This design comes from an exercise in tuning for small area, a short achievable clock period and few clock cycles on the open sky130 flow, not from production work. Where RTL was checked, it was by simulation tests only, not by an equivalence proof against the original. No functional check of the RTL was part of run 1.

## flow/config.mk

```make
export PLATFORM = sky130hd
export DESIGN_NAME = core
export DESIGN_NICKNAME = core
export VERILOG_FILES = /design/flow/design.v
export SDC_FILE = /design/flow/constraint.sdc
export NUM_CORES = 8
export LEC_CHECK = 0
export CAP_MARGIN = 20
export CORE_MARGIN = 2
export CORE_UTILIZATION = 45
export SETUP_SLACK_MARGIN = 5
export SLEW_MARGIN = 20
```

## flow/constraint.sdc

```tcl
create_clock -name core_clock -period 9.0 [get_ports {i_clk}]
set_input_delay 1.8000 -clock core_clock [delete_from_list [all_inputs] [get_ports {i_clk}]]
set_output_delay 1.8000 -clock core_clock [all_outputs]
set_load 0.01 [all_outputs]
```

## flow/design.v

```verilog
`timescale 1ns/1ps
module muldiv(i_clk, i_arst_n, i_start, i_div, i_sgn, i_a, i_b, i_wrhi, i_wrlo,
              i_hisel, o_busy, o_dout);
  input         i_clk, i_arst_n;
  input         i_start, i_div, i_sgn;
  input  [31:0] i_a, i_b;
  input         i_wrhi, i_wrlo;
  input         i_hisel;
  output        o_busy;
  output [31:0] o_dout;
  localparam RUN = 2'd0, NEGA = 2'd1, NEGB = 2'd2;
  reg         bsy;
  reg  [1:0]  ph;
  reg  [5:0]  cnt;
  reg         isdiv, lead;
  reg  [31:0] hi, lo, bm;
  reg         f_sa, f_sb, f_d;
  assign o_busy = bsy;
  wire        lo_zero = lo == 32'd0;
  wire        rneg    = i_hisel ? (f_d ? f_sa : f_sa ^ f_sb) : (f_sa ^ f_sb);
  wire        rcin    = rneg & (~i_hisel | f_d | lo_zero);
  wire [31:0] rx      = (i_hisel ? hi : lo) ^ {32{rneg}};
  pf_inc #(32) u_rd(.a(rx), .ci(rcin), .s(o_dout));
  wire        run = bsy & (ph == RUN);
  reg  [32:0] x, y;
  reg         c;
  always @* begin
    if (run & isdiv) begin
      x = {hi, lo[31]};  y = ~{1'b0, bm};  c = 1'b1;            
    end else if (run) begin
      x = {1'b0, hi};    y = lo[0] ? {1'b0, bm} : 33'd0;  c = 1'b0;    
    end else if (ph == NEGA) begin
      x = 33'd0;         y = ~{1'b0, lo};  c = 1'b1;            
    end else begin
      x = 33'd0;         y = ~{1'b0, bm};  c = 1'b1;            
    end
  end
  wire [32:0] s;
  wire        k;
  ks_add #(33) u_add(.a(x), .b(y), .ci(c), .s(s), .co(k));
  wire        ge = k;                                       
  wire skip8 = isdiv ? lead & (lo[31:24] == 8'd0) : (lo[7:0] == 8'd0);
  wire skip4 = isdiv ? lead & (lo[31:28] == 4'd0) : (lo[3:0] == 4'd0);
  wire can8  = cnt[5:3] != 3'd0;
  wire can4  = cnt[5:2] != 4'd0;
  always @(posedge i_clk)
    if (i_start) bm <= i_b;
    else if (bsy & (ph == NEGB)) bm <= s[31:0];
  always @(posedge i_clk, negedge i_arst_n) begin
    if (!i_arst_n) begin
      bsy <= 1'b0;
      ph <= RUN;
      cnt <= 6'd0;
      isdiv <= 1'b0;
      lead <= 1'b0;
      hi <= 32'd0;
      lo <= 32'd0;
      f_sa <= 1'b0;
      f_sb <= 1'b0;
      f_d <= 1'b0;
    end else if (i_start) begin
      bsy <= 1'b1;
      ph <= (i_sgn & i_a[31]) ? NEGA : (i_sgn & i_b[31]) ? NEGB : RUN;
      cnt <= 6'd32;
      isdiv <= i_div;
      lead <= i_div;
      hi <= 32'd0;
      lo <= i_a;
      f_sa <= i_sgn & i_a[31];
      f_sb <= i_sgn & i_b[31];
      f_d <= i_div;
    end else if (bsy) begin
      if (ph == NEGA) begin
        lo <= s[31:0];
        ph <= f_sb ? NEGB : RUN;
      end else if (ph == NEGB) begin
        ph <= RUN;
      end else if (skip8 & can8 | skip4 & can4) begin
        if (skip8 & can8) begin
          if (isdiv) lo <= {lo[23:0], 8'd0};
          else begin
            hi <= {8'd0, hi[31:8]};
            lo <= {hi[7:0], lo[31:8]};
          end
          cnt <= cnt - 6'd8;
          bsy <= cnt != 6'd8;
        end else begin
          if (isdiv) lo <= {lo[27:0], 4'd0};
          else begin
            hi <= {4'd0, hi[31:4]};
            lo <= {hi[3:0], lo[31:4]};
          end
          cnt <= cnt - 6'd4;
          bsy <= cnt != 6'd4;
        end
      end else begin
        lead <= 1'b0;
        if (isdiv) begin
          hi <= ge ? s[31:0] : {hi[30:0], lo[31]};
          lo <= {lo[30:0], ge};
        end else begin
          hi <= s[32:1];
          lo <= {s[0], lo[31:1]};
        end
        cnt <= cnt - 6'd1;
        bsy <= cnt != 6'd1;
      end
    end else begin
      if (i_wrhi) hi <= i_a;
      if (i_wrlo) lo <= i_a;
    end
  end
endmodule
`timescale 1ns/1ps
module ks_add #(parameter W = 32) (a, b, ci, s, co);
  input  [W-1:0] a, b;
  input          ci;
  output [W-1:0] s;
  output         co;
  function integer clg;
    input integer n;
    integer t;
    begin
      clg = 0;
      for (t = 1; t < n; t = t * 2) clg = clg + 1;
    end
  endfunction
  localparam L = clg(W + 1);
  wire [W:0] g [0:L];
  wire [W:0] p [0:L];
  assign g[0] = {a & b, ci};
  assign p[0] = {a ^ b, 1'b0};
  genvar l, i;
  generate
    for (l = 0; l < L; l = l + 1) begin : lv
      for (i = 0; i <= W; i = i + 1) begin : bt
        if (i >= (1 << l)) begin : c
          assign g[l+1][i] = g[l][i] | (p[l][i] & g[l][i - (1 << l)]);
          assign p[l+1][i] = p[l][i] & p[l][i - (1 << l)];
        end else begin : n
          assign g[l+1][i] = g[l][i];
          assign p[l+1][i] = p[l][i];
        end
      end
    end
  endgenerate
  assign s  = p[0][W:1] ^ g[L][W-1:0];
  assign co = g[L][W];
endmodule
module pf_inc #(parameter W = 32) (a, ci, s);
  input  [W-1:0] a;
  input          ci;
  output [W-1:0] s;
  function integer clg;
    input integer n;
    integer t;
    begin
      clg = 0;
      for (t = 1; t < n; t = t * 2) clg = clg + 1;
    end
  endfunction
  localparam L = clg(W + 1);
  wire [W:0] p [0:L];
  assign p[0] = {a, ci};
  genvar l, i;
  generate
    for (l = 0; l < L; l = l + 1) begin : lv
      for (i = 0; i <= W; i = i + 1) begin : bt
        if (i >= (1 << l)) begin : c
          assign p[l+1][i] = p[l][i] & p[l][i - (1 << l)];
        end else begin : n
          assign p[l+1][i] = p[l][i];
        end
      end
    end
  endgenerate
  assign s = a ^ p[L][W-1:0];
endmodule
`timescale 1ns/1ps
module core(i_clk, i_arst_n, i_int_source,
            i_instr_mem, o_instr_adr,
            o_wb_cyc, o_wb_stb, o_wb_sel, o_wb_we, o_wb_adr, o_wb_dat,
            i_wb_dat, i_wb_ack);
  input         i_clk;
  input         i_arst_n;
  input  [8:0]  i_int_source;
  input  [31:0] i_instr_mem;
  output [29:0] o_instr_adr;
  input         i_wb_ack;
  input  [31:0] i_wb_dat;
  output        o_wb_cyc;
  output        o_wb_stb;
  output        o_wb_we;
  output [3:0]  o_wb_sel;
  output [31:0] o_wb_adr;
  output [31:0] o_wb_dat;
  reg  [29:0] pc;
  reg         ex_v;
  reg  [31:0] ex_a, ex_b, ex_opb;
  reg  [15:0] ex_imm;
  reg  [4:0]  ex_dest;
  reg         ex_wen, ex_lnkc;
  reg  [2:0]  ex_rsel;
  reg         ex_sub, ex_sgn, ex_ovfc;
  reg  [1:0]  ex_lop, ex_sop;
  reg         ex_svar;
  reg         ex_ld, ex_st;
  reg  [2:0]  ex_mt;
  reg         ex_beq, ex_bne, ex_blez, ex_bgtz, ex_bltz, ex_bgez, ex_cz;
  reg         ex_jmp, ex_jrc;
  reg         ex_mul, ex_div, ex_mdsgn, ex_mthi, ex_mtlo, ex_mdany, ex_hisel;
  reg         ex_mtc0, ex_rfe, ex_resv, ex_ds, ex_nofwd, ex_mds;
  reg  [29:0] ex_pc;
  reg         mw_req, mw_we, mw_wen, mw_ld;
  reg  [3:0]  mw_sel;
  reg  [31:0] mw_res, mw_dat;
  reg  [4:0]  mw_dest;
  reg  [2:0]  mw_mt;
  reg         mw_take, mw_ovf;
  reg  [4:0]  st_exc;
  reg  [8:0]  st_int;
  reg  [14:0] cause;
  reg  [29:0] epc;
  reg         ie;
  reg  [8:0]  int_q, pend;
  reg  [31:0] rf [1:31];
  wire freeze = mw_req & ~i_wb_ack;
  wire [31:0] ins = i_instr_mem;
  wire [5:0]  op  = ins[31:26];
  wire [4:0]  rs  = ins[25:21];
  wire [4:0]  rt  = ins[20:16];
  wire [4:0]  rd  = ins[15:11];
  wire [5:0]  fn  = ins[5:0];
  wire [29:0] pc_inc;
  pf_inc #(30) u_pcinc(.a(pc), .ci(1'b1), .s(pc_inc));
  wire op_r     = op == 6'h00;
  wire op_regim = op == 6'h01;
  wire op_j     = op == 6'h02;
  wire op_jal   = op == 6'h03;
  wire op_beq   = op == 6'h04;
  wire op_bne   = op == 6'h05;
  wire op_blez  = op == 6'h06;
  wire op_bgtz  = op == 6'h07;
  wire op_addi  = op == 6'h08;
  wire op_addiu = op == 6'h09;
  wire op_slti  = op == 6'h0a;
  wire op_sltiu = op == 6'h0b;
  wire op_logi  = (op == 6'h0c) | (op == 6'h0d) | (op == 6'h0e);
  wire op_lui   = op == 6'h0f;
  wire op_cop0  = op == 6'h10;
  wire op_ld    = (op[5:3] == 3'b100) & (op[2:0] != 3'b111);
  wire op_st    = (op[5:3] == 3'b101) & ((op[2] == 1'b0) | (op[1:0] == 2'b10));
  wire f_sll  = fn == 6'h00, f_rotr = fn == 6'h01, f_srl = fn == 6'h02, f_sra = fn == 6'h03;
  wire f_sllv = fn == 6'h04, f_rotrv= fn == 6'h05, f_srlv= fn == 6'h06, f_srav= fn == 6'h07;
  wire f_shift = fn[5:3] == 3'b000;
  wire f_jr   = fn == 6'h08, f_jalr = fn == 6'h09;
  wire f_mfhi = fn == 6'h10, f_mthi = fn == 6'h11, f_mflo = fn == 6'h12, f_mtlo = fn == 6'h13;
  wire f_md   = fn[5:2] == 4'b0110;                        
  wire f_add  = fn[5:2] == 4'b1000;                        
  wire f_log  = fn[5:2] == 4'b1001;                        
  wire f_slt  = (fn == 6'h2a) | (fn == 6'h2b);
  wire c_mfc0 = op_cop0 & (rs == 5'd0);
  wire c_mtc0 = op_cop0 & (rs == 5'd4);
  wire c_rfe  = op_cop0 & (rs == 5'd16);
  wire rg_link = op_regim & rt[4];
  reg  [4:0] d_dest;
  reg        d_wen;
  always @* begin
    d_dest = rt;
    d_wen  = 1'b0;
    if (op_r) begin
      d_dest = rd;
      d_wen  = f_shift | f_jalr | f_mfhi | f_mflo | f_add | f_log | f_slt;
    end else if (op_jal | rg_link) begin
      d_dest = 5'd31;
      d_wen  = op_jal;
    end else
      d_wen = op_addi | op_addiu | op_slti | op_sltiu | op_logi | op_lui | op_ld | c_mfc0;
  end
  wire d_wen_nz = d_wen & (d_dest != 5'd0);
  wire d_lnkc   = rg_link;
  reg [2:0] d_rsel;
  always @* begin
    d_rsel = 3'd0;
    if (op_r) begin
      if (f_shift)               d_rsel = 3'd3;
      else if (f_log)            d_rsel = 3'd2;
      else if (f_slt)            d_rsel = 3'd1;
      else if (f_jalr)           d_rsel = 3'd5;
      else if (f_mfhi | f_mflo)  d_rsel = 3'd6;
    end else if (op_slti | op_sltiu) d_rsel = 3'd1;
    else if (op_logi)            d_rsel = 3'd2;
    else if (op_lui)             d_rsel = 3'd4;
    else if (op_jal | op_regim)  d_rsel = 3'd5;
    else if (op_cop0)            d_rsel = 3'd7;
  end
  wire d_sub   = (op_r & (f_add & fn[1] | f_slt)) | op_slti | op_sltiu;
  wire d_sgn   = (op_r & ((f_add & ~fn[0]) | (fn == 6'h2a))) | op_addi | op_slti;
  wire d_ovfc  = (op_r & f_add & ~fn[0]) | op_addi;
  wire [1:0] d_lop = op_r ? fn[1:0] : op[1:0];
  wire [1:0] d_sop = fn[1:0];
  wire d_svar  = fn[2];
  wire d_useimm = ~op_r & ~op_beq & ~op_bne & ~op_blez & ~op_bgtz & ~op_regim;
  wire d_sext  = ~op_logi;
  wire d_lui   = op_lui;
  wire d_cz    = op_blez | op_bgtz | op_regim;
  wire d_jmp   = op_j | op_jal | (op_r & (f_jr | f_jalr));
  wire d_jrc   = op_r & (f_jr | f_jalr);
  wire d_mul   = op_r & f_md & ~fn[1];
  wire d_div   = op_r & f_md & fn[1];
  wire d_mdany = op_r & (f_md | f_mfhi | f_mthi | f_mflo | f_mtlo);
  wire d_resv  = ~(op_r | op_regim | op_j | op_jal | op_beq | op_bne | op_blez | op_bgtz |
                   op_addi | op_addiu | op_slti | op_sltiu | op_logi | op_lui |
                   c_mfc0 | c_mtc0 | c_rfe | op_ld | op_st);
  wire d_uses_rt = op_r | op_beq | op_bne | op_st | (op_ld & (op[1:0] == 2'b10)) | op_cop0;
  wire d_bj    = d_jmp | op_beq | op_bne | op_blez | op_bgtz | op_regim;
  wire        ex_wfin;          
  wire [31:0] ex_res;
  wire [31:0] mw_wdata;
  reg [31:0] rf_a, rf_b;
  integer k;
  always @* begin
    rf_a = 32'd0;
    rf_b = 32'd0;
    for (k = 1; k < 32; k = k + 1) begin
      rf_a = rf_a | (rf[k] & {32{rs == k}});
      rf_b = rf_b | (rf[k] & {32{rt == k}});
    end
  end
  wire ex_fwd = ex_v & (ex_wen | ex_lnkc & (ex_a[31] ^ ex_bgez)) & ~ex_nofwd;
  wire fa_ex = ex_fwd & (rs == ex_dest);
  wire fb_ex = ex_fwd & (rt == ex_dest);
  wire fa_mw = mw_wen & (rs == mw_dest);
  wire fb_mw = mw_wen & (rt == mw_dest);
  wire [31:0] byp_a = fa_ex ? ex_res : fa_mw ? mw_wdata : rf_a;
  wire [31:0] byp_b = fb_ex ? ex_res : fb_mw ? mw_wdata : rf_b;
  wire [31:0] d_a   = (op_j | op_jal) ? {pc_inc[29:26], ins[25:0], 2'b00} : byp_a;
  wire [31:0] d_immx = op_lui ? {ins[15:0], 16'd0} : {{16{d_sext & ins[15]}}, ins[15:0]};
  wire [31:0] d_opb  = d_useimm ? d_immx : byp_b;
  wire ld_stall = ex_v & ex_ovfc | ex_v & ex_nofwd & ex_wen & ((rs == ex_dest) | (d_uses_rt & (rt == ex_dest)));
  wire [31:0] opb  = ex_opb;
  wire [32:0] add_x = {ex_sgn & ex_a[31], ex_a};
  wire [32:0] add_y = {ex_sgn & opb[31], opb} ^ {33{ex_sub}};
  wire [32:0] sum;
  ks_add #(33) u_add(.a(add_x), .b(add_y), .ci(ex_sub), .s(sum), .co());
  wire        ovf   = sum[32] ^ sum[31];
  reg [31:0] logic_r;
  always @* begin
    case (ex_lop)
      2'd0: logic_r = ex_a & opb;
      2'd1: logic_r = ex_a | opb;
      2'd2: logic_r = ex_a ^ opb;
      default: logic_r = ~(ex_a | opb);
    endcase
  end
  wire [4:0]  samt   = ex_svar ? ex_a[4:0] : ex_imm[10:6];
  wire        s_left = ex_sop == 2'd0;
  wire [4:0]  rot_n  = s_left ? 5'd0 - samt : samt;
  wire [63:0] rot_w  = {ex_b, ex_b} >> rot_n;
  wire [31:0] rot_r  = rot_w[31:0];
  reg  [31:0] sh_th;                            
  integer ti;
  always @* for (ti = 0; ti < 32; ti = ti + 1) sh_th[ti] = ti < samt;
  reg  [31:0] sh_mask;
  integer mi;
  always @* for (mi = 0; mi < 32; mi = mi + 1)
    sh_mask[mi] = (ex_sop == 2'd1) ? 1'b0 : s_left ? sh_th[mi] : sh_th[31 - mi];
  wire        sh_fill = (ex_sop == 2'd3) & ex_b[31];
  wire [31:0] sh_out = (rot_r & ~sh_mask) | ({32{sh_fill}} & sh_mask);
  wire [31:0] md_out;
  reg [31:0] cp0_r;
  always @* begin
    case (ex_imm[15:11])
      5'd12: cp0_r = {17'd0, st_int, 1'b0, st_exc};
      5'd13: cp0_r = {17'd0, cause};
      5'd14: cp0_r = {epc, 2'b00};
      default: cp0_r = 32'd0;
    endcase
  end
  wire [31:0] link = {pc_inc, 2'b00};
  reg [31:0] res;
  always @* begin
    case (ex_rsel)
      3'd0: res = sum[31:0];
      3'd1: res = {31'd0, sum[32]};
      3'd2: res = logic_r;
      3'd3: res = sh_out[31:0];
      3'd4: res = opb;
      3'd5: res = link;
      3'd6: res = md_out;
      default: res = cp0_r;
    endcase
  end
  assign ex_res = res;
  wire [31:0] cmp_b = ex_b & {32{~ex_cz}};
  wire        eq    = (ex_a == cmp_b);
  wire        taken = ex_beq & eq | ex_bne & ~eq | ex_blez & (ex_a[31] | eq) |
                      ex_bgtz & ~ex_a[31] & ~eq | ex_bltz & ex_a[31] | ex_bgez & ~ex_a[31];
  wire        redirect = ex_v & (taken | ex_jmp);
  wire [29:0] br_tgt = pc + {{14{ex_imm[15]}}, ex_imm};
  wire [29:0] tgt    = ex_jmp ? ex_a[31:2] : br_tgt;
  wire        md_busy;
  wire        a_lo_bad = (ex_mt == 3'b001) & sum[0] | (ex_mt == 3'b011) & (sum[1] | sum[0]);
  wire        b_zero   = ex_b == 32'd0;
  wire [4:0]  exc = {ex_div & b_zero, ex_ovfc & ovf, (ex_ld | ex_st) & a_lo_bad,
                     ex_jrc & (ex_a[1] | ex_a[0]), ex_resv};
  wire        fault    = |exc;
  wire        ex_stall = ex_v & ex_mdany & md_busy & ~ex_mds;
  wire        ovf_take = mw_ovf & ie & st_exc[3];
  wire        squash   = mw_take | ovf_take;
  wire        int_now  = ex_v & ~squash & ~ex_mds & ie & |pend;
  wire [4:0]  exc_f    = {exc[4], 1'b0, exc[2:0]};
  wire        take     = (int_now | ex_v & ~squash & ie & |(exc_f & st_exc)) & ~freeze;
  wire        ex_ok    = ex_v & ~squash & ~int_now;        
  assign ex_wfin = ex_v & (ex_wen | ex_lnkc & taken) & ~fault;
  wire md_go   = ex_ok & ~(ex_div & b_zero) & ~md_busy;    
  wire md_start = md_go & (ex_mul | ex_div) & ~ex_mds;
  wire md_wrhi  = md_go & ex_mthi;
  wire md_wrlo  = md_go & ex_mtlo;
  wire [1:0] a_lo  = sum[1:0];
  wire [1:0] rot   = a_lo + {1'b0, ex_mt == 3'b010};        
  reg  [31:0] st_d;
  always @* begin
    case (rot)
      2'd0: st_d = ex_b;
      2'd1: st_d = {ex_b[23:0], ex_b[31:24]};
      2'd2: st_d = {ex_b[15:0], ex_b[31:16]};
      default: st_d = {ex_b[7:0], ex_b[31:8]};
    endcase
  end
  reg [3:0] sel;
  always @* begin
    case (ex_mt)
      3'b000, 3'b100: sel = 4'b0001 << a_lo;
      3'b001, 3'b101: sel = a_lo[1] ? 4'b1100 : 4'b0011;
      3'b010:         sel = (a_lo == 2'd0) ? 4'b0001 : (a_lo == 2'd1) ? 4'b0011 :
                            (a_lo == 2'd2) ? 4'b0111 : 4'b1111;
      3'b110:         sel = (a_lo == 2'd0) ? 4'b1111 : (a_lo == 2'd1) ? 4'b1110 :
                            (a_lo == 2'd2) ? 4'b1100 : 4'b1000;
      default:        sel = 4'b1111;
    endcase
  end
  wire [1:0] m_a   = mw_res[1:0];
  wire [1:0] m_rot = (mw_mt[1:0] == 2'b01) ? {m_a[1], 1'b0} : m_a + {1'b0, mw_mt == 3'b010};
  reg  [31:0] m_r;
  always @* begin
    case (m_rot)
      2'd0: m_r = i_wb_dat;
      2'd1: m_r = {i_wb_dat[7:0], i_wb_dat[31:8]};
      2'd2: m_r = {i_wb_dat[15:0], i_wb_dat[31:16]};
      default: m_r = {i_wb_dat[23:0], i_wb_dat[31:24]};
    endcase
  end
  reg [31:0] ld_v;
  always @* begin
    case (mw_mt)
      3'b000: ld_v = {{24{m_r[7]}}, m_r[7:0]};
      3'b100: ld_v = {24'd0, m_r[7:0]};
      3'b001: ld_v = {{16{m_r[15]}}, m_r[15:0]};
      3'b101: ld_v = {16'd0, m_r[15:0]};
      3'b010: ld_v = (m_a == 2'd0) ? {m_r[31:24], mw_dat[23:0]} :
                     (m_a == 2'd1) ? {m_r[31:16], mw_dat[15:0]} :
                     (m_a == 2'd2) ? {m_r[31:8],  mw_dat[7:0]}  : m_r;
      3'b110: ld_v = (m_a == 2'd0) ? m_r :
                     (m_a == 2'd1) ? {mw_dat[31:24], m_r[23:0]} :
                     (m_a == 2'd2) ? {mw_dat[31:16], m_r[15:0]} : {mw_dat[31:8], m_r[7:0]};
      default: ld_v = m_r;
    endcase
  end
  assign mw_wdata = mw_ld ? ld_v : mw_res;
  assign o_wb_cyc = mw_req;
  assign o_wb_stb = mw_req;
  assign o_wb_we  = mw_we;
  assign o_wb_sel = mw_sel;
  assign o_wb_adr = {2'b00, mw_res[31:2]};
  assign o_wb_dat = mw_dat;
  assign o_instr_adr = pc;
  always @(posedge i_clk)
    if (mw_wen) rf[mw_dest] <= mw_wdata;
  wire fd_go = ~freeze & ~squash & ~ex_stall & ~ld_stall;
  always @(posedge i_clk, negedge i_arst_n) begin
    if (!i_arst_n) begin
      pc <= 30'd0;
      ex_v <= 1'b0;
      mw_req <= 1'b0;
      mw_wen <= 1'b0;
      mw_take <= 1'b0;
      mw_ovf <= 1'b0;
      ex_mds <= 1'b0;
    end else begin
      ex_mds <= freeze & (ex_mds | md_start);
      if (squash)     pc <= 30'd2;
      else if (fd_go) pc <= redirect ? tgt : pc_inc;
      if (squash) ex_v <= 1'b0;
      else if (~freeze & ~ex_stall) ex_v <= ~ld_stall;
      if (~freeze) begin
        mw_req <= ex_ok & ~fault & (ex_ld | ex_st);
        mw_wen <= ex_ok & ~ex_stall & ex_wfin;
        mw_ovf <= ex_ok & exc[3];
      end
      mw_take <= take;
    end
  end
  always @(posedge i_clk) begin
    if (fd_go) begin
      ex_a <= d_a;
      ex_b <= byp_b;
      ex_opb <= d_opb;
      ex_imm <= ins[15:0];
      ex_dest <= d_dest;
      ex_wen <= d_wen_nz;
      ex_lnkc <= d_lnkc;
      ex_rsel <= d_rsel;
      ex_sub <= d_sub;
      ex_sgn <= d_sgn;
      ex_ovfc <= d_ovfc;
      ex_lop <= d_lop;
      ex_sop <= d_sop;
      ex_svar <= d_svar;
      ex_ld <= op_ld;
      ex_nofwd <= op_ld | d_ovfc;
      ex_st <= op_st;
      ex_mt <= op[2:0];
      ex_beq <= op_beq;
      ex_bne <= op_bne;
      ex_blez <= op_blez;
      ex_bgtz <= op_bgtz;
      ex_bltz <= op_regim & ~rt[0];
      ex_bgez <= op_regim & rt[0];
      ex_cz <= d_cz;
      ex_jmp <= d_jmp;
      ex_jrc <= d_jrc;
      ex_mul <= d_mul;
      ex_div <= d_div;
      ex_mdsgn <= ~fn[0];
      ex_mthi <= op_r & f_mthi;
      ex_mtlo <= op_r & f_mtlo;
      ex_mdany <= d_mdany;
      ex_hisel <= ~fn[1];
      ex_mtc0 <= c_mtc0;
      ex_rfe <= c_rfe;
      ex_resv <= d_resv;
      ex_ds <= ex_v & ex_jmp | ex_v & (ex_beq | ex_bne | ex_blez | ex_bgtz | ex_bltz | ex_bgez);
      ex_pc <= pc;
    end
  end
  always @(posedge i_clk) begin
    if (~freeze) begin
      mw_we <= ex_st;
      mw_ld <= ex_ld;
      mw_sel <= sel;
      mw_res <= res;
      mw_dat <= (ex_st ? st_d : ex_b);
      mw_dest <= ex_dest;
      mw_mt <= ex_mt;
    end
  end
  wire cp_go = ex_ok & ~freeze;    
  always @(posedge i_clk, negedge i_arst_n) begin
    if (!i_arst_n) begin
      st_exc <= 5'h1f;
      st_int <= 9'h1ff;
      cause <= 15'd0;
      epc <= 30'd0;
      ie <= 1'b1;
      int_q <= 9'd0;
      pend <= 9'd0;
    end else begin
      int_q <= i_int_source;
      if (take & int_now) pend <= i_int_source & ~int_q & st_int;
      else                pend <= pend | (i_int_source & ~int_q & st_int);
      if (take | ovf_take) begin
        ie <= 1'b0;
        epc <= ex_pc;
        cause <= {int_now ? pend : 9'd0, ex_ds, ovf_take ? 5'b01000 : exc_f & st_exc};
      end else begin
        if (cp_go & ex_rfe) ie <= 1'b1;
        if (cp_go & ex_mtc0 & (ex_imm[15:11] == 5'd12)) begin
          st_int <= ex_b[14:6];
          st_exc <= ex_b[4:0];
        end
        if (cp_go & ex_mtc0 & (ex_imm[15:11] == 5'd13))
          cause <= ex_b[14:0];
      end
    end
  end
  muldiv u_md(.i_clk(i_clk), .i_arst_n(i_arst_n), .i_start(md_start), .i_div(ex_div),
              .i_sgn(ex_mdsgn), .i_a(ex_a), .i_b(ex_b), .i_wrhi(md_wrhi), .i_wrlo(md_wrlo),
              .i_hisel(ex_hisel), .o_busy(md_busy), .o_dout(md_out));
endmodule
```

## flow/run.sh

```bash
#!/bin/bash
# synth_recipe.tcl (not shown) runs the flow's synth.tcl, then flattens the netlist and writes it again
# the make line also repeats each setting of config.mk as NAME=value (left out here)
make -C /OpenROAD-flow-scripts/flow DESIGN_CONFIG=/design/flow/config.mk WORK_HOME=/design/flow/orfs CLKGATE_MAP_FILE= SYNTH_SCRIPT=/design/flow/synth_recipe.tcl finish
```

==> results of run 1 <==
-- state kept, by name, summed over array words and instances (netlist names), 4 cells and up --
| register | cells |
|---|---|
| cause | 15 |
| epc | 30 |
| ex_a | 32 |
| ex_b | 32 |
| ex_dest | 5 |
| ex_imm | 16 |
| ex_opb | 32 |
| ex_pc | 30 |
| int_q | 9 |
| mw_dat | 32 |
| mw_dest | 5 |
| mw_res | 32 |
| mw_sel | 4 |
| pc | 30 |
| pend | 9 |
| rf | 992 |
| st_exc | 5 |
| st_int | 9 |
| u_md.bm | 32 |
| u_md.cnt | 6 |
| u_md.hi | 32 |
| u_md.lo | 32 |
-- synth_stat cells, types with 45 or more instances --
library cell,instances,area (um^2)
a211oi_1,65,488
a21o_1,65,488
a21oi_1,433,2170
a221oi_1,97,850
a222oi_1,66,661
a22o_1,95,832
a22oi_1,870,6530
a31oi_1,63,394
and3_1,51,319
buf_1,60,225
clkbuf_1,529,1990
dfrtp_1,176,4400
edfxtp_1,1285,38600
ha_1,171,2140
inv_1,163,612
mux2_2,116,1310
mux2i_1,184,1840
mux4_2,55,1240
nand2_1,746,2800
nand2b_1,45,282
nand3_1,219,1100
nand4_1,137,857
nor2_1,442,1660
nor3_1,154,771
nor4_1,67,419
o211ai_1,131,983
o21ai_0,383,1920
or3_1,45,282
xnor2_1,141,1230
xor2_1,126,1100
-- metal layers --
| layer | track usage, % | up-vias | wire, um |
|---|---|---|---|
| li1 | - | 32600 | - |
| met1 | 60.7 | 42100 | 168000 |
| met2 | 73.7 | 9342 | 209000 |
| met3 | 22.1 | 3283 | 82800 |
| met4 | 46.4 | 34 | 64200 |
| met5 | 1.19 | - | 492 |
-- repair_timing --
item	CTS	global route
gates resized for setup	813	493
setup endpoints to repair	1418	272
gates cloned	32	7
setup buffers	393	171
pin swaps	245	251
-- worst reg2reg max path: stages, from the launching register on --
cell and delay [ns]:
dfrtp_4 0.51, buf_12 0.15, inv_16 0.10, nand2_4 0.11
buf_12 0.17, buf_4 0.15, buf_4 0.14, a21oi_2 0.14
a221oi_4 0.07, ha_4 0.32, nand4_1 0.12, o21a_1 0.24
a211o_1 0.33, nand4_1 0.25, nand4_1 0.25, a21boi_2 0.22
buf_4 0.13, mux2i_1 0.21, nand2_1 0.12, or3_1 0.32
a32o_1 0.22
-- final cells by class --
cell class                 count  area [um^2]  share of cell area (%)
tap                         2495         3120                    2.87
timing repair buffer        1140        11500                    10.6
clock buffer                 197         4320                    3.97
sequential                  1476        43400                    39.9
clock inverter               101         1150                    1.05
inverter                     172          759                   0.698
timing repair inverter         3         30.0                  0.0276
antenna                       39         97.6                  0.0897
multi-input combinational   5627        44400                    40.8
-- logic make-up after synthesis --
kind of cell / synth area share [%]
AO/OA/AOI/OAI: 22.6
XOR/XNOR: 2.80
adder cells (fa/ha/maj): 2.57
buffers and inverters: 3.74
flip-flops: 51.2
multiplexers: 5.22
other: 0.00443
AND/OR/NAND/NOR: 11.8
-- per-stage QoR --
stage               hold slack (ns)  instance area, um^2  worst slack, ns
floorplan                     0.410                85200             4.12
global placement              0.413                91200             2.59
detailed placement            0.417                91300             2.93
CTS                           0.426               105000             4.65
global route                  0.450               109000             4.54
finish                        0.425               109000             4.58
-- worst max path at each step --
| stage | to | slack, ns | cells past startpoint |
|---|---|---|---|
| final | ex_opb[17] | 4.58 | 9 |
| after global routing | ex_opb[17] | 4.54 | 13 |
| after CTS | ex_opb[15] | 4.65 | 15 |
| after detailed placement | ex_opb[31] | 2.93 | 12 |
| after global placement | ex_opb[10] | 2.59 | 15 |
| after floorplan | st_exc[0] | 4.12 | 8 |
==> run summary, run 1 <==
Die H=438 um; core area=187000 um^2; sequential share of the synthesized area=51.2%; CP arrival=5.02 ns; Cells after DPL=10300; die width=438 um; reg2reg path depth=20; Yosys Warn Count=5; Final GP Congestion=1.10; fin nets=8832; Root Buffer=clkbuf_16; worst clock skew=0.0523 ns; number of remaining DRC errors=0; Buf+Inv Stages, Crit Path=1; H-tree depth=4; Hold WC Path Type=register to register; Fin. Hold Viols=0; total clock buffers created by CTS=163; vias in the first global route=79900; dpl hpwl=330000 um; Hold Buf Count CTS=0; Layout Utilization=58.1%; Post-Syn Area=84700 um^2; max-capacitance violation count=0; reg2reg start=u_md.isdiv; Slew Limit Headroom=3.00%; hold endpoint=pend[2]; Worst-Margin Slew=1.45 ns; Required @ worst endpoint=9.60 ns; fin crit period=4.42 ns; r2r setup slk=4.59 ns; Vias/cell=7.76; most frequent cells in the layout=edfxtp_1 (1285), a22oi_1 (860), nand2_1 (700); Mapped Cells=7899; post-DR wirelength/cell=46.6 um; Final Setup Violations=0; GRT Total Usage=52.4%; area grow syn2layout=28.5%; PortBufs=174; Cell variety after synth=105; Routed Wire Length=524000 um; post-route ant nets=0; RSZ-0062 raised after global routing=yes; Crit-path slowest cell=o211ai_1; global route total overflow=0; CP cell instances=clkdlybuf4s50_1 > and3_1 > o21ai_0 > a21oi_4 > or3_4 > a22o_4 > o211ai_1 > o31ai_2 > o21ba_1; TritonCTS clock tree=yes; Critical Path Start=i_wb_dat[15]; worst-case clock buffer depth=3; number of DRC markers in iteration 0=19000; max-slew violation count=0; #FFs+latches synth=1476; global-route wire length before repair=687000 um; Worst R2R End=u_md.hi[27]; CTS Sinks=1476; Vias=87300; Layout Cells excl Fill=11300; Mapped Avg Cell Area=10.7 um^2; asr flop ratio synth=12.9%; Hold Path Origin=int_q[2]; commonest non-fill, non-tap cell in the layout=edfxtp_1; die area=192000 um^2; Max Clk Rate=0.226 GHz; Worst path top cell family by delay=compound AO/OA/AOI/OAI gates; fraction of layout cells with a size suffix above 1=26.2%; Most used DFF post-synth=edfxtp_1; Post-synth EDFFs=1285; Final period util=49.1%; endpoint class of the critical path=register; Largest stage delay, worst path=0.75 ns; # fillers=15600; # IOs=177; initial core utilization=45.2%; Clk Latency, worst-skew pair=0.90 ns; row count=159; Worst setup SP type=input pin; WHS Path Cells=1; DR pass1 iterations=17; status=finished clean; CP max FO=7; pin count of the biggest net entering global routing=76; TNS Setup=0 ns; initial antenna violation count=43; clock slew at reported path FFs=0.06 ns; WS Path Type=input pin to register
==> run 2, diff against run 1 <==
--- a/flow/design.v
+++ b/flow/design.v
@@ -94,4 +94,9 @@
           bsy <= cnt != 6'd4;
         end
+      end else if (lead & (bm[31:3] != 29'd0)) begin
+        lead <= 1'b0;
+        hi <= {29'd0, lo[31:29]};
+        lo <= {lo[28:0], 3'd0};
+        cnt <= cnt - 6'd3;
       end else begin
         lead <= 1'b0;
@@ -212,7 +217,9 @@
   reg         ex_mtc0, ex_rfe, ex_resv, ex_ds, ex_nofwd, ex_mds;
   reg  [29:0] ex_pc;
-  reg         mw_req, mw_we, mw_wen, mw_ld;
-  reg  [3:0]  mw_sel;
-  reg  [31:0] mw_res, mw_dat;
+  reg         mw_wen, mw_ld;
+  reg  [31:0] mw_res;
+  reg         b_req, b_we;
+  reg  [3:0]  b_sel;
+  reg  [31:0] b_adr, b_dat;
   reg  [4:0]  mw_dest;
   reg  [2:0]  mw_mt;
@@ -225,5 +232,6 @@
   reg  [8:0]  int_q, pend;
   reg  [31:0] rf [1:31];
-  wire freeze = mw_req & ~i_wb_ack;
+  wire bus_hold = b_req & ~i_wb_ack;           
+  wire freeze   = mw_ld & bus_hold;            
   wire [31:0] ins = i_instr_mem;
   wire [5:0]  op  = ins[31:26];
@@ -406,5 +414,6 @@
                      ex_jrc & (ex_a[1] | ex_a[0]), ex_resv};
   wire        fault    = |exc;
-  wire        ex_stall = ex_v & ex_mdany & md_busy & ~ex_mds;
+  wire        ex_stall = ex_v & ex_mdany & md_busy & ~ex_mds |
+                         ex_v & (ex_ld | ex_st) & bus_hold;    
   wire        ovf_take = mw_ovf & ie & st_exc[3];
   wire        squash   = mw_take | ovf_take;
@@ -441,5 +450,5 @@
     endcase
   end
-  wire [1:0] m_a   = mw_res[1:0];
+  wire [1:0] m_a   = b_adr[1:0];
   wire [1:0] m_rot = (mw_mt[1:0] == 2'b01) ? {m_a[1], 1'b0} : m_a + {1'b0, mw_mt == 3'b010};
   reg  [31:0] m_r;
@@ -459,20 +468,20 @@
       3'b001: ld_v = {{16{m_r[15]}}, m_r[15:0]};
       3'b101: ld_v = {16'd0, m_r[15:0]};
-      3'b010: ld_v = (m_a == 2'd0) ? {m_r[31:24], mw_dat[23:0]} :
-                     (m_a == 2'd1) ? {m_r[31:16], mw_dat[15:0]} :
-                     (m_a == 2'd2) ? {m_r[31:8],  mw_dat[7:0]}  : m_r;
+      3'b010: ld_v = (m_a == 2'd0) ? {m_r[31:24], b_dat[23:0]} :
+                     (m_a == 2'd1) ? {m_r[31:16], b_dat[15:0]} :
+                     (m_a == 2'd2) ? {m_r[31:8],  b_dat[7:0]}  : m_r;
       3'b110: ld_v = (m_a == 2'd0) ? m_r :
-                     (m_a == 2'd1) ? {mw_dat[31:24], m_r[23:0]} :
-                     (m_a == 2'd2) ? {mw_dat[31:16], m_r[15:0]} : {mw_dat[31:8], m_r[7:0]};
+                     (m_a == 2'd1) ? {b_dat[31:24], m_r[23:0]} :
+                     (m_a == 2'd2) ? {b_dat[31:16], m_r[15:0]} : {b_dat[31:8], m_r[7:0]};
       default: ld_v = m_r;
     endcase
   end
   assign mw_wdata = mw_ld ? ld_v : mw_res;
-  assign o_wb_cyc = mw_req;
-  assign o_wb_stb = mw_req;
-  assign o_wb_we  = mw_we;
-  assign o_wb_sel = mw_sel;
-  assign o_wb_adr = {2'b00, mw_res[31:2]};
-  assign o_wb_dat = mw_dat;
+  assign o_wb_cyc = b_req;
+  assign o_wb_stb = b_req;
+  assign o_wb_we  = b_we;
+  assign o_wb_sel = b_sel;
+  assign o_wb_adr = {2'b00, b_adr[31:2]};
+  assign o_wb_dat = b_dat;
   assign o_instr_adr = pc;
   always @(posedge i_clk)
@@ -483,5 +492,6 @@
       pc <= 30'd0;
       ex_v <= 1'b0;
-      mw_req <= 1'b0;
+      b_req <= 1'b0;
+      mw_ld <= 1'b0;
       mw_wen <= 1'b0;
       mw_take <= 1'b0;
@@ -494,6 +504,8 @@
       if (squash) ex_v <= 1'b0;
       else if (~freeze & ~ex_stall) ex_v <= ~ld_stall;
+      if (~bus_hold)
+        b_req <= ex_ok & ~ex_stall & ~fault & (ex_ld | ex_st);
       if (~freeze) begin
-        mw_req <= ex_ok & ~fault & (ex_ld | ex_st);
+        mw_ld <= ex_ok & ~ex_stall & ~fault & ex_ld;
         mw_wen <= ex_ok & ~ex_stall & ex_wfin;
         mw_ovf <= ex_ok & exc[3];
@@ -546,10 +558,14 @@
   end
   always @(posedge i_clk) begin
+    if (~bus_hold) begin
+      b_we <= ex_st;
+      b_sel <= sel;
+      b_adr <= sum[31:0];
+      b_dat <= (ex_st ? st_d : ex_b);
+    end
+  end
+  always @(posedge i_clk) begin
     if (~freeze) begin
-      mw_we <= ex_st;
-      mw_ld <= ex_ld;
-      mw_sel <= sel;
       mw_res <= res;
-      mw_dat <= (ex_st ? st_d : ex_b);
       mw_dest <= ex_dest;
       mw_mt <= ex_mt;
==> run 2 against run 1 <==
Net effect:
- still clean on timing, DRC and antenna
- sequential cell count is 32 higher
- via count down 3.6%
==> run summary, run 2 <==
max-slew violation count=0; Worst path top cell family by delay=compound AO/OA/AOI/OAI gates; global-route wire length before repair=631000 um; worst-case clock buffer depth=3; Cell variety after synth=120; Final Setup Violations=0; register with the highest flop count=rf; Max Clk Rate=0.226 GHz; Final period util=49.1%; fin nets=8769; Finished Cell Area=107000 um^2; initial core utilization=45.4%; Worst-Margin Slew=1.28 ns; Layout Utilization=56.4%; DR pass1 iterations=14; FF/Latch Area=44400 um^2; total clock buffers created by CTS=163; Yosys Warn Count=5; Root Buffer=clkbuf_16; #FFs+latches synth=1508; Slew Limit Headroom=13.8%; fin crit period=4.42 ns; fraction of layout cells with a size suffix above 1=23.4%; # IOs=177; Fin. Hold Viols=0; pin count of the biggest net entering global routing=131; Post-Syn Area=86400 um^2; worst clock skew=0.0751 ns; Layout Cells excl Fill=11200; sequential share of the synthesized area=51.3%; max reg flops=992; share of the synthesized area in the top cell type=45.8%; Mapped Cells=8037; status=finished clean; post-DR wirelength/cell=42.1 um; WS Path Type=register to register; synth top area cells=edfxtp_1 (46%), a22oi_1 (8.2%), dfrtp_1 (5.1%); Mapped Avg Cell Area=10.7 um^2; Vias=84200; Required @ worst endpoint=9.71 ns; Synth top cells by count=edfxtp_1 (1316), a22oi_1 (942), nand2_1 (756), nor2_1 (522), clkbuf_1 (500); global route total overflow=0; r2r setup slk=4.58 ns; number of remaining DRC errors=0; Hold Buf Count CTS=0; area of the multi-input gates=43800 um^2; dpl hpwl=289000 um; RSZ-0062 raised after global routing=yes; Post-synth EDFFs=1316; cell taking the most area after synthesis=edfxtp_1; clock slew at reported path FFs=0.06 ns; Worst setup SP type=register; CP max FO=16; row count=160; initial antenna violation count=38; die area=195000 um^2; Crit-path slowest cell=a31oi_4; Most used DFF post-synth=edfxtp_1; H-tree depth=4; Vias/cell=7.52; endpoint class of the critical path=register; Die H=442 um; number of DRC markers in iteration 0=17400; vias in the first global route=77300; max-capacitance violation count=0; commonest non-fill, non-tap cell in the layout=edfxtp_1; Hold WC Path Type=register to register; most frequent cell after synthesis=edfxtp_1; Post-DP Area=91800 um^2; TNS Setup=0 ns; asr flop ratio synth=12.7%; GRT Total Usage=46.0%; area grow syn2layout=24.2%; Final GP Congestion=1.03; most frequent cells in the layout=edfxtp_1 (1316), a22oi_1 (933), nand2_1 (728); Routed Wire Length=471000 um; Clk Latency, worst-skew pair=0.89 ns; CP cell instances=buf_12 > clkinv_8 > buf_12 > nor2_4 > o21ai_4 > buf_4 > bufbuf_16 > a221oi_1 > ha_1 > nand2_1 > o21a_1 > o31ai_4 > a31o_4 > a31oi_4 > o2bb2ai_2 > a211oi_1 > a2111oi_0; TritonCTS clock tree=yes; Largest stage delay, worst path=0.46 ns; CP arrival=5.12 ns; crit-path most repeated cell=buf_12; die width=442 um; core area=190000 um^2; Cells after DPL=10300; CTS Sinks=1508; post-route ant nets=0; # fillers=15800; Buf+Inv Stages, Crit Path=5; PortBufs=174
[run 2: changes by cell type after synthesis, sizes merged, moves of 19 or more]
cell    delta
o21ai     -48
o211ai    -35
a22o      -71
nand4     -30
edfxtp    +31
a22oi     +72
clkbuf    -29
nor2      +82
a21oi     -26
inv       +35
mux2i     +79
and2      -19
a31oi     +41
buf       +73
[run 2: cell type report]
type | instances | area share, %
Timing Repair inverter | 2 | 0.0117
Clock inverter | 101 | 1.09
Timing Repair Buffer | 974 | 8.98
Inverter | 204 | 0.766
Antenna cell | 22 | 0.0513
Clock buffer | 197 | 4.01
Sequential cell | 1508 | 41.4
Multi-Input combinational cell | 5666 | 40.8
Tap cell | 2511 | 2.93
[run 2: per-stage QoR]
stage | hold slack, ns | worst slack [ns]
finish | 0.430 | 4.58
floorplan | 0.410 | 1.12
detailed placement | 0.423 | 2.40
global route | 0.456 | 4.52
CTS | 0.432 | 4.73
global placement | 0.428 | 2.51
[run 2: what timing repair did]
| item | CTS | global route |
|---|---|---|
| gates resized for setup | 664 | 426 |
| cloned | 30 | 12 |
| pin swaps | 238 | 216 |
| setup buffers | 319 | 158 |
| endpoints found under the setup margin | 1104 | 542 |
[run 2: cells by family after synthesis]
kind of cell,Yosys count,share of synthesized area [%]
buffers and inverters,880,4.29
DFF,1508,51.3
adders and majority gates,174,2.54
muxes,417,5.77
AOI/OAI and AO/OA,2619,21.5
and+or+nand+nor,2186,11.9
other,1,0.00434
xor gates and xnor gates,252,2.63
[run 2: final timing paths]
check,cells past startpoint,from,endpoint
min,1,int_q[7],pend[7]
max,17,u_md.bsy,u_md.hi[2]
max reg2reg,17,u_md.bsy,u_md.hi[2]
min in group asynchronous,1,i_arst_n,u_md.cnt[2]
max in group asynchronous,2,i_arst_n,mw_ld
min reg2reg,1,int_q[7],pend[7]
[run 2: per-layer routing]
| metal | vias up | part of all wire [%] | global-route usage, % |
|---|---|---|---|
| met1 | 40900 | 33 | 54.9 |
| met3 | 2658 | 14 | 16.7 |
| li1 | 32400 | - | - |
| met2 | 8143 | 41 | 66.9 |
| met5 | - | 0.14 | 1.39 |
| met4 | 30 | 11 | 36.4 |
[run 2: worst register-to-register path: cells and delay by family, from the launching register on]
family | cells | cell delay [ns]
buffers and inverters | 5 | 0.82
and+or+nand+nor | 2 | 0.38
DFF | 1 | 0.38
adders and majority gates | 1 | 0.41
AOI/OAI and AO/OA | 9 | 2.25
Testbench counts of run 2, summed over its fixed seeds: cycles 23,591.
==> run 3, diff against run 2 <==
--- a/flow/design.v
+++ b/flow/design.v
@@ -396,9 +396,9 @@
       3'd4: res = opb;
       3'd5: res = link;
-      3'd6: res = md_out;
       default: res = cp0_r;
     endcase
   end
   assign ex_res = res;
+  wire [31:0] mw_res_d = (ex_rsel == 3'd6) ? md_out : res;
   wire [31:0] cmp_b = ex_b & {32{~ex_cz}};
   wire        eq    = (ex_a == cmp_b);
@@ -531,5 +531,5 @@
       ex_svar <= d_svar;
       ex_ld <= op_ld;
-      ex_nofwd <= op_ld | d_ovfc;
+      ex_nofwd <= op_ld | d_ovfc | op_r & (f_mfhi | f_mflo);
       ex_st <= op_st;
       ex_mt <= op[2:0];
@@ -567,5 +567,5 @@
   always @(posedge i_clk) begin
     if (~freeze) begin
-      mw_res <= res;
+      mw_res <= mw_res_d;
       mw_dest <= ex_dest;
       mw_mt <= ex_mt;
--- a/flow/config.mk
+++ b/flow/config.mk
@@ -6,7 +6,9 @@
 export NUM_CORES = 8
 export LEC_CHECK = 0
-export CAP_MARGIN = 20
+export CAP_MARGIN = 5
 export CORE_MARGIN = 2
 export CORE_UTILIZATION = 45
+export CTS_CLUSTER_DIAMETER = 100
+export CTS_CLUSTER_SIZE = 20
 export SETUP_SLACK_MARGIN = 5
-export SLEW_MARGIN = 20
+export SLEW_MARGIN = 5
==> run 3 against run 2 <==
Net effect:
- still clean on timing, DRC and antenna
- synthesized cell count shrank 2.9%
- sequential cell count did not move
- critical path type is now input pin to register
- largest cell class unchanged
==> run summary, run 3 <==
post-route ant nets=0; global route total overflow=0; vias in the first global route=74200; clock slew at reported path FFs=0.09 ns; Fin. Hold Viols=0; hold endpoint=pend[6]; worst-case clock buffer depth=3; status=finished clean; initial core utilization=45.3%; DR pass1 iterations=30; asr flop ratio synth=12.7%; WHS Path Cells=1; Required @ worst endpoint=9.62 ns; number of remaining DRC errors=0; most frequent cells in the layout=edfxtp_1 (1316), nand2_1 (660), a22oi_1 (620); Mapped Avg Cell Area=10.9 um^2; row count=159; max-slew violation count=0; Max Clk Rate=0.225 GHz; # IOs=177; CP arrival=5.06 ns; max-capacitance violation count=0; Worst-Margin Slew=1.42 ns; Clk Latency, worst-skew pair=0.84 ns; GRT Total Usage=45.3%; CTS Sinks=1508; area of the multi-input gates=41400 um^2; total clock buffers created by CTS=90; share of the synthesized area in the top cell type=46.5%; worst clock skew=0.0636 ns; TritonCTS clock tree=yes; reg2reg start=ex_imm[2]; global-route wire length before repair=608000 um; sequential share of the synthesized area=52.1%; Cell variety after synth=104; post-DR wirelength/cell=42.4 um; Synth top cells by count=edfxtp_1 (1316), nand2_1 (683), a22oi_1 (621), clkbuf_1 (522), nor2_1 (513); PortBufs=174; Die H=439 um; register with the highest flop count=rf; cell taking the most area after synthesis=edfxtp_1; Hold WC Path Type=register to register; Worst R2R End=ex_b[13]; # fillers=16200; #FFs+latches synth=1508; synth top area cells=edfxtp_1 (46%), a22oi_1 (5.5%), dfrtp_1 (5.2%); Final GP Congestion=1.03; commonest non-fill, non-tap cell in the layout=edfxtp_1; Yosys Warn Count=5; pin count of the biggest net entering global routing=111; WS Path Type=input pin to register; CP max FO=24; max reg flops=992; fin nets=8349; Post-synth EDFFs=1316; r2r setup slk=4.61 ns; Worst setup SP type=input pin; dpl hpwl=278000 um; TNS Setup=0 ns; area grow syn2layout=18.2%; H-tree depth=3; Routed Wire Length=452000 um; fin crit period=4.44 ns; Mapped Cells=7804; endpoint class of the critical path=register; Hold Path Origin=int_q[6]; Post-Syn Area=85000 um^2; Final Setup Violations=0; Vias/cell=7.64; FF/Latch Area=44400 um^2; Most used DFF post-synth=edfxtp_1; most frequent cell after synthesis=edfxtp_1; number of DRC markers in iteration 0=17700; Slew Limit Headroom=5.35%; Root Buffer=clkbuf_16; fraction of layout cells with a size suffix above 1=19.6%; Final period util=49.3%; Vias=81400; initial antenna violation count=29; die width=439 um; RSZ-0062 raised after global routing=yes; core area=188000 um^2; die area=192000 um^2; reg2reg path depth=16
## run 3: changes by cell type after synthesis, moves of 22 or more
cell	change
a22oi_1	-321
a221oi_1	+124
clkbuf_1	+22
a22o_1	+145
nand2_1	-73
nor3_1	-25
xor2_1	+23
inv_1	-26
o21ai_0	+30
## run 3: worst max path at each step
stage / startpoint / endpoint
6_report: i_instr_mem[24] / ex_a[22]
5_1_grt: u_md.bsy / u_md.hi[23]
4_1_cts: ex_imm[2] / mw_res[13]
3_5_place_dp: i_wb_ack / st_exc[4]
3_3_place_gp: i_wb_ack / st_int[4]
2_1_floorplan: i_wb_ack / st_exc[0]
## run 3: what timing repair did
| item | in CTS | in global routing |
|---|---|---|
| cloned | 22 | 6 |
| endpoints found under the setup margin | 844 | 485 |
| resized for setup | 512 | 242 |
| hold buffers | 0 | 0 |
| setup buffers | 263 | 88 |
| pin swaps | 149 | 102 |
## run 3: final cells by class
type                       instances  share of cell area, %
sequential                      1508                   44.1
timing repair buffer             843                   8.07
timing repair inverter             7                 0.0535
multi-input combinational       5467                   41.2
tap                             2495                   3.11
clock buffer                     105                   2.34
inverter                         182                  0.748
antenna                           30                 0.0747
clock inverter                    19                  0.298
## run 3: metal layers
layer	GRT usage, %	wire [um]	vias up
met3	18.6	72500	2543
met2	63.6	181000	8438
met5	0.596	496	-
met4	35.5	48100	24
li1	-	-	31100
met1	54.8	149000	39300
## run 3: cells by family after synthesis
kind of cell | count (synthesis) | synth area share, %
buffers and inverters | 842 | 3.98
AND/OR/NAND/NOR | 2029 | 11.0
XOR/XNOR | 274 | 2.82
other | 1 | 0.00441
flip-flops | 1508 | 52.1
adder cells (fa/ha/maj) | 174 | 2.58
multiplexers | 447 | 6.41
AO/OA/AOI/OAI | 2529 | 21.0
## run 3: critical path, cell delays in order
cell and delay, ns:
clkdlybuf4s15_2 0.34, nor2_1 0.15, nand2_1 0.27, nor2_4 0.52, buf_6 0.52, a221oi_1 0.20, nand4_1 0.16, nor3_1 0.08
a21oi_1 0.51, o21ai_0 0.30, o211ai_1 0.17
## run 3: per-stage QoR
stage          cells  hold slack (ns)  utilization (%)  instance area (um^2)  setup WS [ns]
4_1_cts        10500            0.451             52.4                 98400           4.75
5_1_grt        10600            0.462             53.5                100000           4.56
3_3_place_gp   10100            0.420             48.5                 91000           2.47
3_5_place_dp   10100            0.421             48.5                 91000           2.32
6_report       10700            0.451             53.5                100000           4.56
2_1_floorplan   7805            0.410                -                 85600           4.21
Testbench counts of run 3, summed over its fixed seeds: cycles 23,591.

==> afterwards: timing with drivers on the ports <==
How much do the figures lean on ideal ports? The routed layouts below were timed once more, with nothing changed but the port constraints. Step 1, drivers: a clkbuf_16 drives i_clk and a buf_2 each remaining input, both assumed. Step 2 moves the port delays by t, midway between the first and last clock arrival at a register: inputs arrive t later, outputs are due t later. That takes back most of the time a late clock gives input paths. Slacks: no drivers / after step 1 / after step 2; pairs: no drivers / after step 1.
| run | t (ns) | slack for setup (ns) | worst hold slack (ns) | worst slew at a driven data input, ns |
|---|---|---|---|---|
| run 1 | 0.956 | 4.580 / 4.586 / 3.660 | 0.425 / 0.425 / 0.425 | 0.19 |
| run 2 | 0.937 | 4.585 / 4.585 / 3.832 | 0.430 / 0.430 / 0.430 | 0.19 |
| run 3 | 0.899 | 4.559 / 4.544 / 3.646 | 0.451 / 0.451 / 0.451 | 0.20 |
After both steps setup and hold are still met in every run listed. For run 1, which loses most, drivers alone change the setup slack by +0.006 ns; drivers and shift together by -0.920 ns.
